Source: an optimization exercise on an open RTL-to-GDS flow (aim: a short achievable clock period and few clock cycles). Production flows keep margins and buffers that such runs may drop. The RTL was checked by simulation tests, not by an equivalence proof against the original design. Power figures rest on the tool's default switching activity, not on a simulated workload.

==> flow/design.v <==
`timescale 1ns / 1ps
module cpu(
    output [31:0] io_outputs,
    output [15:0] mem_addr,
    output [7:0] mem_wdata,
    output mem_we,
    input [7:0] mem_rdata,
    input [31:0] io_inputs,
    input clk,
    input reset
    );
    localparam F0 = 0, F1 = 1, F2 = 2, F3 = 3, PU0 = 4, PU1 = 5, PO0 = 6, PO1 = 7,
               LD0 = 8, LD1 = 9, ST0 = 10, ST1 = 11, WT = 12;
    reg [12:0] st;
    reg [15:0] addr_q;
    reg we_q;
    reg [7:0] wd_q;
    reg [31:0] io_out;
    reg [7:0] b0, b1, b2, lo_q;
    reg [15:0] psave;
    reg taken_q;
    reg [15:0] R [1:15];
    reg carry;
    reg ex_v;
    reg [3:0] ex_dst;
    reg [2:0] ex_kind;       
    reg [3:0] ex_func;
    reg ex_cv;               
    reg ex_setc;             
    reg [15:0] opA, opB;
    assign io_outputs = io_out;
    assign mem_addr = addr_q;
    assign mem_we = we_q;
    assign mem_wdata = wd_q;
    wire gsel = &addr_q[15:3];
    reg [7:0] gbyte;
    always @(*) begin
        case({addr_q[2], addr_q[1:0]})
            3'd0: gbyte = io_out[7:0];
            3'd1: gbyte = io_out[15:8];
            3'd2: gbyte = io_out[23:16];
            3'd3: gbyte = io_out[31:24];
            3'd4: gbyte = io_inputs[7:0];
            3'd5: gbyte = io_inputs[15:8];
            3'd6: gbyte = io_inputs[23:16];
            default: gbyte = io_inputs[31:24];
        endcase
    end
    wire [7:0] rd = gsel ? gbyte : mem_rdata;
    wire [15:0] SP = R[1];
    wire [15:0] ainc1 = addr_q + 16'd1;
    wire [15:0] ainc3 = addr_q + 16'd3;
    function [15:0] rsel;
        input [3:0] s;
        input [15:0] r0;
        begin
            case(s)
                4'd0: rsel = r0;
                4'd1: rsel = R[1];
                4'd2: rsel = R[2];
                4'd3: rsel = R[3];
                4'd4: rsel = R[4];
                4'd5: rsel = R[5];
                4'd6: rsel = R[6];
                4'd7: rsel = R[7];
                4'd8: rsel = R[8];
                4'd9: rsel = R[9];
                4'd10: rsel = R[10];
                4'd11: rsel = R[11];
                4'd12: rsel = R[12];
                4'd13: rsel = R[13];
                4'd14: rsel = R[14];
                default: rsel = R[15];
            endcase
        end
    endfunction
    reg [15:0] zf, sf;
    integer k;
    always @(*) begin
        zf[0] = (ainc3 == 16'd0);
        sf[0] = ainc3[15];
        for(k = 1; k < 16; k = k + 1) begin
            zf[k] = (R[k] == 16'd0);
            sf[k] = R[k][15];
        end
    end
    wire czero = zf[rd[7:4]];
    wire csign = sf[rd[7:4]];
    wire taken_c = (b0[7:4] == 4'hb) ? czero : (b0[7:4] == 4'hc) ? ~czero : ~csign;
    wire cin_add = ex_cv ? carry : 1'b0;
    wire cin_sub = ex_cv ? carry : 1'b1;
    wire is_sub = (ex_kind == 3'd1);
    wire [15:0] addX = is_sub ? ~opB : opB;
    wire [16:0] sum = {1'b0, opA} + {1'b0, addX} + {15'b0, is_sub, is_sub ? cin_sub : cin_add};
    wire [3:0] sh = opB[3:0];
    wire [15:0] shl = opA << sh;
    wire [15:0] rot = shl | (opA >> (5'd16 - {1'b0, sh}));
    wire [15:0] cfill = {16{carry}} >> (~sh + 4'd1);
    wire [15:0] shc = shl | cfill;
    reg [15:0] lgc;
    integer j;
    always @(*) begin
        for(j = 0; j < 16; j = j + 1) lgc[j] = ex_func[{opA[j], opB[j]}];
    end
    reg [15:0] res;
    always @(*) begin
        case(ex_kind)
            3'd0, 3'd1: res = sum[15:0];
            3'd2: res = shc;
            3'd3: res = rot;
            default: res = lgc;
        endcase
    end
    reg [12:0] n_st;
    reg [15:0] n_addr;
    reg n_we;
    reg [7:0] n_wd;
    reg [7:0] n_b0, n_b1, n_b2, n_lo;
    reg [15:0] n_psave;
    reg n_taken;
    reg n_ex_v;
    reg [3:0] n_ex_dst, n_ex_func;
    reg [2:0] n_ex_kind;
    reg n_ex_cv, n_ex_setc;
    reg [15:0] n_opA, n_opB;
    reg w1_en;  reg [3:0] w1_dst; reg [15:0] w1_val;    
    reg sp_en;  reg [15:0] sp_val;                      
    reg r15_en; reg [15:0] r15_val;                     
    reg c_en;   reg c_val;
    reg [7:0] x;
    reg [15:0] xr0;
    reg hz;
    reg [15:0] tmp;
    always @(*) begin
        n_st = st;
        n_addr = addr_q;
        n_we = 1'b0;
        n_wd = wd_q;
        n_b0 = b0; n_b1 = b1; n_b2 = b2; n_lo = lo_q;
        n_psave = psave;
        n_taken = taken_q;
        n_ex_v = 1'b0;
        n_ex_dst = ex_dst; n_ex_func = ex_func; n_ex_kind = ex_kind;
        n_ex_cv = ex_cv; n_ex_setc = ex_setc;
        n_opA = opA; n_opB = opB;
        w1_en = 1'b0; w1_dst = 4'd0; w1_val = 16'd0;
        sp_en = 1'b0; sp_val = 16'd0;
        r15_en = 1'b0; r15_val = 16'd0;
        c_en = 1'b0; c_val = 1'b0;
        x = st[WT] ? b0 : rd;
        xr0 = st[WT] ? psave : ainc1;
        hz = 1'b0;
        tmp = 16'd0;
        if(st[F0] | st[WT]) begin
            n_b0 = x;
            if(x[7:5] == 3'b000) begin
                hz = ex_v & ((ex_dst == 4'd1) | (~x[4] & (ex_dst == x[3:0]) & (x[3:0] != 4'd0)));
                n_psave = xr0;
                if(hz) begin
                    n_st = 13'b0; n_st[WT] = 1'b1;
                end else if(~x[4]) begin
                    n_addr = SP - 16'd1;
                    n_we = 1'b1;
                    tmp = rsel(x[3:0], xr0); n_wd = tmp[7:0];
                    n_st = 13'b0; n_st[PU0] = 1'b1;
                end else begin
                    n_addr = SP;
                    n_st = 13'b0; n_st[PO0] = 1'b1;
                end
            end else begin
                n_addr = ainc1;
                n_st = 13'b0; n_st[F1] = 1'b1;
            end
        end
        if(st[F1]) begin
            n_b1 = rd;
            n_addr = ainc1;
            n_st = 13'b0; n_st[F2] = 1'b1;
            case(b0[7:4])
                4'h2: begin  
                    n_ex_v = 1'b1; n_ex_dst = b0[3:0]; n_ex_kind = 3'd4; n_ex_func = rd[3:0];
                    n_ex_setc = 1'b0; n_ex_cv = 1'b0;
                    n_opA = rsel(b0[3:0], ainc1); n_opB = rsel(rd[7:4], ainc1);
                    n_st = 13'b0; n_st[F0] = 1'b1;
                end
                4'h3, 4'h4, 4'h5: begin  
                    n_ex_v = 1'b1; n_ex_dst = rd[7:4];
                    n_ex_kind = (b0[7:4] == 4'h3) ? 3'd0 : (b0[7:4] == 4'h4) ? 3'd1 : (b0[3] ? 3'd2 : 3'd3);
                    n_ex_setc = (b0[7:4] != 4'h5); n_ex_cv = b0[3];
                    n_opA = rsel(rd[7:4], ainc1); n_opB = rsel(rd[3:0], ainc1);
                    n_st = 13'b0; n_st[F0] = 1'b1;
                end
                4'h6: begin  
                    n_ex_v = 1'b1; n_ex_dst = b0[3:0];
                    n_ex_kind = b0[3] ? 3'd2 : 3'd3;
                    n_ex_setc = 1'b0; n_ex_cv = 1'b0;
                    n_opA = rsel(b0[3:0], ainc1); n_opB = {12'b0, rd[3:0]};
                    n_st = 13'b0; n_st[F0] = 1'b1;
                end
                4'hb, 4'hc, 4'hd: begin  
                    n_taken = taken_c;
                    if(~taken_c & (rd[3:0] == 4'd0)) begin
                        n_addr = ainc3;
                        n_st = 13'b0; n_st[F0] = 1'b1;
                    end
                end
                default: ;
            endcase
        end
        if(st[F2]) begin
            n_b2 = rd;
            n_addr = ainc1;
            n_st = 13'b0; n_st[F3] = 1'b1;
            case(b0[7:4])
                4'h7: begin  
                    n_ex_v = 1'b1; n_ex_dst = b0[3:0]; n_ex_kind = 3'd0;
                    n_ex_setc = 1'b0; n_ex_cv = 1'b0;
                    n_opA = rsel(b0[3:0], ainc1); n_opB = {rd, b1};
                    n_st = 13'b0; n_st[F0] = 1'b1;
                end
                4'h8: begin  
                    if(b0[3:0] == 4'd0) n_addr = {rd, b1};
                    else begin w1_en = 1'b1; w1_dst = b0[3:0]; w1_val = {rd, b1}; end
                    n_st = 13'b0; n_st[F0] = 1'b1;
                end
                4'h9: begin  
                    r15_en = 1'b1; r15_val = ainc1;
                    n_addr = ((b0[3:0] == 4'd15) ? ainc1 : rsel(b0[3:0], ainc1)) + {rd, b1};
                    n_st = 13'b0; n_st[F0] = 1'b1;
                end
                default: ;
            endcase
        end
        if(st[F3]) begin
            n_addr = ainc1;
            n_st = 13'b0; n_st[F0] = 1'b1;
            n_psave = ainc1;
            case(b0[7:4])
                4'ha: begin  
                    n_ex_v = 1'b1; n_ex_dst = b1[7:4]; n_ex_kind = 3'd4; n_ex_func = b1[3:0];
                    n_ex_setc = 1'b0; n_ex_cv = 1'b0;
                    n_opA = rsel(b1[7:4], ainc1); n_opB = {rd, b2};
                end
                4'hb, 4'hc, 4'hd: begin
                    n_addr = taken_q ? rsel(b1[3:0], ainc1) + {rd, b2} : rsel(b1[3:0], ainc1);
                end
                4'he: begin  
                    n_addr = rsel(b1[3:0], ainc1) + {rd, b2};
                    n_st = 13'b0; n_st[LD0] = 1'b1;
                end
                4'hf: begin  
                    n_addr = rsel(b1[7:4], ainc1) + {rd, b2};
                    n_we = 1'b1;
                    tmp = rsel(b1[3:0], ainc1); n_wd = tmp[7:0];
                    n_st = 13'b0; n_st[ST0] = 1'b1;
                end
                default: ;
            endcase
        end
        if(st[PU0]) begin
            n_addr = ainc1;
            n_we = 1'b1;
            tmp = rsel(b0[3:0], psave); n_wd = tmp[15:8];
            n_st = 13'b0; n_st[PU1] = 1'b1;
        end
        if(st[PU1]) begin
            sp_en = 1'b1; sp_val = SP - 16'd2;
            n_addr = psave;
            n_st = 13'b0; n_st[F0] = 1'b1;
        end
        if(st[PO0] | st[LD0]) begin
            n_lo = rd;
            n_addr = ainc1;
            n_st = 13'b0; n_st[st[PO0] ? PO1 : LD1] = 1'b1;
        end
        if(st[PO1] | st[LD1]) begin
            if(st[PO1]) begin sp_en = 1'b1; sp_val = SP + 16'd2; end
            if((st[PO1] ? b0[3:0] : b1[7:4]) == 4'd0) n_addr = {rd, lo_q};
            else begin
                n_addr = psave;
                w1_en = 1'b1; w1_dst = st[PO1] ? b0[3:0] : b1[7:4]; w1_val = {rd, lo_q};
            end
            n_st = 13'b0; n_st[F0] = 1'b1;
        end
        if(st[ST0]) begin
            n_addr = ainc1;
            n_we = 1'b1;
            tmp = rsel(b1[3:0], psave); n_wd = tmp[15:8];
            n_st = 13'b0; n_st[ST1] = 1'b1;
        end
        if(st[ST1]) begin
            n_addr = psave;
            n_st = 13'b0; n_st[F0] = 1'b1;
        end
        if(ex_v) begin
            if(ex_kind[2:1] == 2'b00 && ex_setc) begin c_en = 1'b1; c_val = sum[16]; end
            if(ex_dst == 4'd0) begin
                n_addr = res;
                n_we = 1'b0;
                n_st = 13'b0; n_st[F0] = 1'b1;
            end
        end
    end
    integer i;
    always @(posedge clk) begin
        if(reset) begin
            st <= 13'b1;
            addr_q <= 16'd0;
            we_q <= 1'b0;
            wd_q <= 8'd0;
            b0 <= 8'd0; b1 <= 8'd0; b2 <= 8'd0; lo_q <= 8'd0;
            psave <= 16'd0;
            taken_q <= 1'b0;
            ex_v <= 1'b0;
            ex_dst <= 4'd0; ex_func <= 4'd0; ex_kind <= 3'd0; ex_cv <= 1'b0; ex_setc <= 1'b0;
            opA <= 16'd0; opB <= 16'd0;
            carry <= 1'b0;
            for(i = 1; i < 16; i = i + 1) R[i] <= 16'd0;
        end else begin
            st <= n_st;
            addr_q <= n_addr;
            we_q <= n_we;
            wd_q <= n_wd;
            b0 <= n_b0; b1 <= n_b1; b2 <= n_b2; lo_q <= n_lo;
            psave <= n_psave;
            taken_q <= n_taken;
            ex_v <= n_ex_v;
            ex_dst <= n_ex_dst; ex_func <= n_ex_func; ex_kind <= n_ex_kind;
            ex_cv <= n_ex_cv; ex_setc <= n_ex_setc;
            opA <= n_opA; opB <= n_opB;
            if(c_en) carry <= c_val;
            for(i = 1; i < 16; i = i + 1) begin
                if(ex_v && ex_dst == i) R[i] <= res;
                else if(w1_en && w1_dst == i) R[i] <= w1_val;
                else if(i == 15 && r15_en) R[i] <= r15_val;
                else if(i == 1 && sp_en) R[i] <= sp_val;
            end
        end
    end
    always @(posedge clk) begin
        if(reset) io_out <= 32'd0;
        else if(we_q && addr_q[15:2] == 14'h3ffe) begin
            case(addr_q[1:0])
                2'd0: io_out[7:0] <= wd_q;
                2'd1: io_out[15:8] <= wd_q;
                2'd2: io_out[23:16] <= wd_q;
                default: io_out[31:24] <= wd_q;
            endcase
        end
    end
endmodule
==> flow/run.sh <==
#!/bin/bash
# synth_recipe.tcl (not shown) runs the flow's synth.tcl, then flattens the netlist and writes it again
# the make line also repeats each setting of config.mk as NAME=value (left out here)
make -C /OpenROAD-flow-scripts/flow DESIGN_CONFIG=/design/flow/config.mk WORK_HOME=/design/flow/orfs CLKGATE_MAP_FILE= SYNTH_SCRIPT=/design/flow/synth_recipe.tcl finish
==> flow/config.mk <==
export PLATFORM = sky130hd
export DESIGN_NAME = cpu
export DESIGN_NICKNAME = cpu
export VERILOG_FILES = /design/flow/design.v
export SDC_FILE = /design/flow/constraint.sdc
export NUM_CORES = 4
export LEC_CHECK = 0
export CAP_MARGIN = 20
export CORE_MARGIN = 2
export CORE_UTILIZATION = 35
export SETUP_SLACK_MARGIN = 0.5
export SLEW_MARGIN = 20
==> flow/constraint.sdc <==
create_clock -name core_clock -period 12.0 [get_ports {clk}]
set_input_delay 2.4000 -clock core_clock [delete_from_list [all_inputs] [get_ports {clk}]]
set_output_delay 2.4000 -clock core_clock [all_outputs]
set_load 0.01 [all_outputs]
==> flow_summary.yaml <==
sta:
  slew_viol_final: 0
  period_share_pct: 62.39
  hold_violations: 0
  fin_crit_ns: 7.487
  fin_skew_ns: 0.06201
  max_freq_mhz: 133.6
  fin_setup_tns_ns: 0
  slew_headroom_pct: 4.240
  setup_slack_ns: 4.513
  rsz0062_at_grt: "no"
  tightest_slew_ns: 1.421
  setup_viol: 0
min_path:
  hold_path_class: "flip-flop to flip-flop"
  min-delay-start: "io_out[31]$_SDFFE_PP0P_"
  holdPathEnd: "io_out[31]$_SDFFE_PP0P_"
  whs_path_depth: 2
detailed_routing:
  wl_per_cell_um: 47.80
  ant_nets: 0
  first_pass_iters: 12
  drcViolationCount: 0
  routed_via_density: 7.859
  routed_wl_um: 347800
  vias: 57180
  drt_iter0_drc: 11722
die:
  start_util_pct: 35.25
  io_pins: 99
  dieArea_sq_um: 115900
  num_rows: 123
  die_h_um: 340.4
  core_area_sq_um: 112300
  die_w_um: 340.4
logic_synthesis:
  synthMuxAreaShare_pct: 4.151
  async_reset_ff_share_pct: 0
  yosysWarnings: 2
  synth_cell_type_count: 105
  ys_seq_elements: 406
  synth_top_family_by_area: "compound AO/OA/AOI/OAI gates"
  syn_area_sq_um: 39610
  syn_avg_cell_area_sq_um: 6.807
  syn_inst: 5818
  synth_xor_area_share_pct: 2.654
  yosys-top-cells-area: "dfxtp_1 21%, nor2_1 6.9%, a22oi_1 6.8%, a21oi_1 6.6%, nand2_1 6.2%"
  synthSimpleGateAreaFrac_pct: 23.92
  yosys.area_share.adder_pct: 3.026
  synth.most_common_cell: "nor2_1"
  synth_seq_area_share_pct: 20.52
  syn_nets: 5952
  synth.top_cell.area_share_pct: 20.52
  synth_compound_area_share_pct: 38.56
  synth_enable_flop_cells: 0
  yosys-top-cells-count: "733 x nor2_1, 652 x nand2_1, 531 x clkbuf_1, 524 x a21oi_1, 406 x dfxtp_1"
  synth-main-ff-cell: "dfxtp_1"
  synth_area_leader_cell: "dfxtp_1"
clock_network:
  cts.path.max_buffers: 3
  cts_tree: "yes"
  cts_root_buf: "clkbuf_16"
  cts.clk_slew.worst_paths_ns: 0.07
  cts_made_buffers: 52
  h-tree-depth: 2
  cts_resized: 0
  cts_setup_buffers: 0
  cts_sinks: 406
  clock_latency_ns: 0.73
  cts.hold.buffers_added: 0
placed_design:
  globalplace.congestion: 1.158
  place_ws_ns: 4.481
  dpl.hpwl_um: 249300
  portBuffers: 98
  dpl-instance-area_sq_um: 43230
setup_path:
  crit_arrival_ns: 8.10
  rrSetupSlack_ns: 4.51
  critPathLaunchType: "flip-flop"
  cp.required_ns: 12.61
  path_class: "flip-flop to flip-flop"
  crit_fanout: 30
  cp-end-kind: "flip-flop"
  r2r_start: "b1[2]$_SDFFE_PP0P_"
  worstRegToRegCells: 18
  r2r-end: "addr_q[4]$_SDFF_PP0_"
global_routing:
  grt-ovfl-total: 0
  grt_start_max_net_pins: 97
  grt.total_usage_pct: 57.26
  antenna_found_initial: 58
  grt_pass1_wl_um: 458700
  grt_pass1_vias: 50511
cells_and_area:
  syn_to_final_growth_pct: 14.41
  final_area_sq_um: 45310
  final_util_pct: 40.33
  fill_cells: 11944
  drive_gt1_share_pct: 11.57
  fin_nets: 5822
flow_run:
  max_cap_violations: 0
run_status:
  status: "no timing/DRC/antenna violations"
power_and_ir_drop:
  vdd_ir_drop_max_mv: 0.1127
  p_leak_uw: 0.01544
  powerDensity_nw_per_um2: 128.0
==> cell usage in the layout (no fill, tap or decap), types with 34 or more instances in the layout <==
cell type and n:
a211oi_1 251, a21o_1 42, a21oi_1 515, a221oi_1 114, a222oi_1 47, a22o_1 45, a22oi_1 359, a31oi_1 54
and3_1 41, buf_4 366, clkbuf_16 52, clkdlybuf4s50_1 97, dfxtp_1 400, diode_2 44, ha_1 87, inv_1 61
mux2i_1 85, nand2_1 646, nand3_1 162, nand4_1 96, nor2_1 708, nor2b_1 34, nor3_1 124, nor4_1 79
o211ai_1 83, o21ai_0 346, o22ai_1 48, xnor2_1 68, xor2_1 46
==> power breakdown <==
group	leakage (uW)	switching (uW)	total, uW	internal [uW]
clock	0.000905	778	1810	1030
combinational	0.0112	1830	2470	640
sequential	0.00328	127	1520	1390
total	0.0154	2730	5800	3070
==> cells by family (layout without fill, tap and decap cells) <==
kind of cell               after synthesis  count (layout)
other                                    0              44
DFF                                    406             406
buffers and inverters                  722             636
muxes                                  131             131
and+or+nand+nor                       2104            2104
xor gates and xnor gates               120             120
AOI/OAI and AO/OA                     2242            2242
adders and majority gates               93              93
==> worst max path at each step <==
stage | start | endpoint | slack (ns) | cells after the start
after global routing | io_inputs[8] | addr_q[11]$_SDFF_PP0_ | 4.98 | 18
after floorplan | io_inputs[11] | addr_q[15]$_SDFF_PP0_ | 5.83 | 17
after global placement | io_inputs[5] | addr_q[3]$_SDFF_PP0_ | 4.39 | 14
after detailed placement | io_inputs[5] | addr_q[3]$_SDFF_PP0_ | 4.48 | 14
after CTS | io_inputs[5] | addr_q[3]$_SDFF_PP0_ | 5.20 | 14
final | b1[2]$_SDFFE_PP0P_ | addr_q[4]$_SDFF_PP0_ | 4.51 | 18
==> critical path: stages (launching register included) <==
cell       delay [ns]
dfxtp_1          0.79
buf_4            0.58
nand2b_1         0.42
nor2_2           0.13
buf_4            0.25
a222oi_1         0.46
o2111ai_1        0.21
o22ai_1          1.08
inv_1            0.34
ha_1             0.47
a21boi_0         0.25
nor2_1           0.08
a221oi_1         0.47
o21ai_0          0.65
a31oi_1          0.51
o2111ai_1        0.16
o2111ai_1        0.21
a21oi_1          0.06
o211a_1          0.22
==> metrics by stage <==
step / std cells / hold slack, ns / power, uW
2_1_floorplan: 5818 / 0.4447 / 2644
3_3_place_gp: 7130 / 0.4558 / 3774
3_5_place_dp: 7130 / 0.4663 / 3761
4_1_cts: 7228 / 0.4745 / 5533
5_1_grt: 7244 / 0.4964 / 5781
6_report: 7276 / 0.4750 / 5800
==> registers in the layout, indices dropped and copies added (netlist names), 8 cells and up <==
register  flops
st           13
psave        16
io_out       32
addr_q       16
wd_q          8
opA          16
lo_q          8
R           240
b0            8
b2            8
b1            8
opB          16
==> area by class of cell <==
cell class / count / area [sq um] / area share, %
antenna: 44 / 110.1 / 0.2430
inverter: 70 / 262.8 / 0.5799
tap: 1500 / 1877 / 4.142
sequential: 406 / 8135 / 17.95
clock buffer: 66 / 1444 / 3.187
timing repair buffer: 468 / 3789 / 8.361
clock inverter: 32 / 429.2 / 0.9471
multi-input combinational: 4690 / 29260 / 64.59
==> per-layer routing <==
layer / part of all wire (%) / GRT usage, % / up-vias
met4: 11 / 47.17 / 28
met5: 0.17 / 5.310 / -
met1: 35 / 66.60 / 27324
met3: 16 / 30.92 / 1992
li1: - / - / 21764
met2: 37 / 75.77 / 6072
Testbench counts, summed over its fixed seeds: cycles 220,471.

==> static timing again, ports no longer ideal <==
Ports are ideal in the flow. The routed layout listed here was re-timed in OpenROAD.
Step 1 assumes that a clkbuf_16 drives the clock port and a buf_2 every other input.
Step 2 times the ports against the registers' clock, not the clock port: input delays grow and output delays shrink by t, the midpoint of the rising clock arrivals with the driver on.
Three values: no drivers, after step 1, after step 2; two values: the first two.
t (ns): 0.779
slack for setup (ns): 4.513 / 4.513 / 4.308
worst slew at a driven data input, ns: 0.07
pins driven straight from the clock port: 1
After both steps setup and hold are still met in this run. For this run, drivers alone change the setup slack by 0.000 ns; drivers and shift together by -0.205 ns.
